From an optimization exercise on the open Yosys and OpenROAD flow, aimed at small area and a short achievable clock period; shortcuts taken in it are not production practice.
Power is estimated from default activity; no workload was simulated.

Design core_pipeline, start of the top module:
module core_pipeline
    #(
      parameter ADDRESS_SIZE = 10,
      parameter DATA_SIZE = 32
     )
    (
    input wire i_clk,
    input wire i_rst_n,
    input wire i_sys_stop,
    input wire i_sys_start,
    input wire signed [DATA_SIZE - 1:0] i_data,
    input wire [15:0] i_instruction,
    output wire o_read,
    output wire o_write,
    output wire [ADDRESS_SIZE - 1:0] o_address,
    output wire signed [DATA_SIZE - 1:0] o_data,
    output wire [ADDRESS_SIZE - 1:0] o_program_counter
    );
    reg r_sys_halt;
    always @(posedge i_clk)
    begin
        if (i_sys_stop)
            r_sys_halt <= 1'b1;
        else if (i_sys_start)
            r_sys_halt <= 1'b0;
    end
    reg [ADDRESS_SIZE - 1:0] r_pc;      
    reg [15:0] r_ir_read;               
    reg [15:0] r_ir_exec;               
    reg        r_wr_we;                 
    reg        r_wr_load;               
    reg [2:0]  r_wr_dest;               
    reg [DATA_SIZE - 1:0] r_wr_result;  
    reg [DATA_SIZE - 1:0] r_rf [0:7];   
    wire [15:0] ir = r_ir_exec;
    wire g_alu  = ir[15:14] == 2'b11;
    wire g_brl  = ir[15:14] == 2'b01;
    wire g_mem  = ir[15:14] == 2'b00;
    wire g_ctrl = ir[15:14] == 2'b10;
    wire i_arith = g_alu & ~ir[13];
    wire i_logic = g_alu & ir[13] & ~ir[9];
    wire i_halt  = g_alu & ir[9];
    wire i_loadc = g_mem & (ir[13:12] == 2'b01);
    reg r_ex_store, r_ex_load;           
    wire i_store = r_ex_store;
    wire i_load  = r_ex_load;
    wire i_shl   = g_brl & ir[13];
    wire i_shr   = g_brl & ~ir[13];
    wire ex_we = (g_alu & ~ir[9]) | g_brl | i_loadc | i_load;
    wire [2:0] ex_dest = g_mem ? ir[10:8] : ir[8:6];
    wire [15:0] ir_rd = r_ir_read;
  ...
==> flow/config.mk <==
export PLATFORM = sky130hd
export DESIGN_NAME = core_pipeline
export DESIGN_NICKNAME = core_pipeline
export VERILOG_FILES = /design/flow/design.v
export SDC_FILE = /design/flow/constraint.sdc
export NUM_CORES = 4
export LEC_CHECK = 0
export CAP_MARGIN = 20
export CORE_MARGIN = 2
export CORE_UTILIZATION = 40
export PLACE_DENSITY = 0.45
export SETUP_SLACK_MARGIN = 3.3
export SLEW_MARGIN = 20
export SYNTH_HIERARCHICAL = 1
export BUFFER_PORTS_ARGS = -buffer_cell sky130_fd_sc_hd__buf_4
==> flow/constraint.sdc <==
create_clock -name core_clock -period 7.0 [get_ports {i_clk}]
set_input_delay 1.4000 -clock core_clock [delete_from_list [all_inputs] [get_ports {i_clk}]]
set_output_delay 1.4000 -clock core_clock [all_outputs]
set_load 0.01 [all_outputs]
standard.sh (not shown) runs the stock make flow with config.mk's settings and CLKGATE_MAP_FILE= SYNTH_SCRIPT=/design/flow/synth_recipe.tcl, a recipe that flattens the netlist after the stock synthesis.
==> flow/flow/run.sh <==
#!/bin/bash
# Layout flow: the standard flow (standard.sh, unchanged synthesis),
# with the port buffers made of buf_4 cells instead of the slow delay-cell
# buffers the resizer otherwise picks (and cannot resize away).
set -euo pipefail
echo 'export BUFFER_PORTS_ARGS = -buffer_cell sky130_fd_sc_hd__buf_4' >> config.mk
bash standard.sh > standard_flow.log 2>&1
The first run went through all stages and came out clean.
Next try:
Settings changed: CORE_UTILIZATION 40 to 55, PLACE_DENSITY 0.45 to 0.65, SETUP_SLACK_MARGIN 3.3 to 4.0, TNS_END_PERCENT set to 0.
The changed run finished with timing, DRC and antenna clean.
Combinational power came out lower by about 16%.
Worst setup slack degrades by 38 ps.
Final cell count came out lower by 11%.
Via count came out lower by 2.3%.
Non-clock buffer count came out lower by 147.
Cell area came out lower by 12%.
Power came out lower by 9.6%.
First-iteration DRC count came out higher by about 22%.
Clock-buffer cell count came out lower by 15.
Global-route usage came out higher by 6.4 points.
Maximum frequency came out lower by 0.94%.
Next try:
Settings changed: CORE_UTILIZATION 55 to 40, PLACE_DENSITY 0.65 to 0.45, SETUP_SLACK_MARGIN 4.0 to 3.6.
=>
- wire length is higher by 11%
- synthesized area stays the same
- count of clock-buffer cells in the layout went up by 15
- clock power grows by about 5%
- power rose by 3.1%
- final cell count went up by 9.1%
Next try:
Settings changed: CORE_UTILIZATION 40 to 55, PLACE_DENSITY 0.45 to 0.65.
Outcome: Worst hold slack degrades by 11 ps. Global-route usage rose by 8.3 points. Power falls by 3.0%. Cell area decreases by 4.8%.
No functional check of the RTL was part of any run of this note.

re-timing with driven ports:
No port has a modelled driver above. Below, the same layouts with a new extraction and two added sets of constraints.
Step 1, drivers: a clkbuf_16 drives i_clk and a buf_2 each remaining input, both assumed.
Step 2 adds t to the input delays and takes it off the output delays; t is the mean of the earliest and latest rising clock arrival at the registers after step 1. Input paths then give back, and output paths get back, about the clock's delay inside the block.
Three values: ideal, step 1, step 2; two values: the first two.
run | t (ns) | slack for setup (ns) | latest minus earliest clock arrival (ns) | worst data-port slew with drivers (ns) | cell pins on the clock port's net
the first run | 0.643 | 3.007 / 2.944 / 2.439 | 0.017 / 0.017 | 0.10 | 1
the second run | 0.645 | 2.969 / 2.971 / 2.329 | 0.029 / 0.030 | 0.09 | 1
the third run | 0.657 | 3.020 / 2.960 / 2.455 | 0.030 / 0.029 | 0.15 | 1
the fourth run | 0.645 | 2.969 / 2.971 / 2.329 | 0.029 / 0.030 | 0.09 | 1
After both steps setup and hold are still met in every run listed.
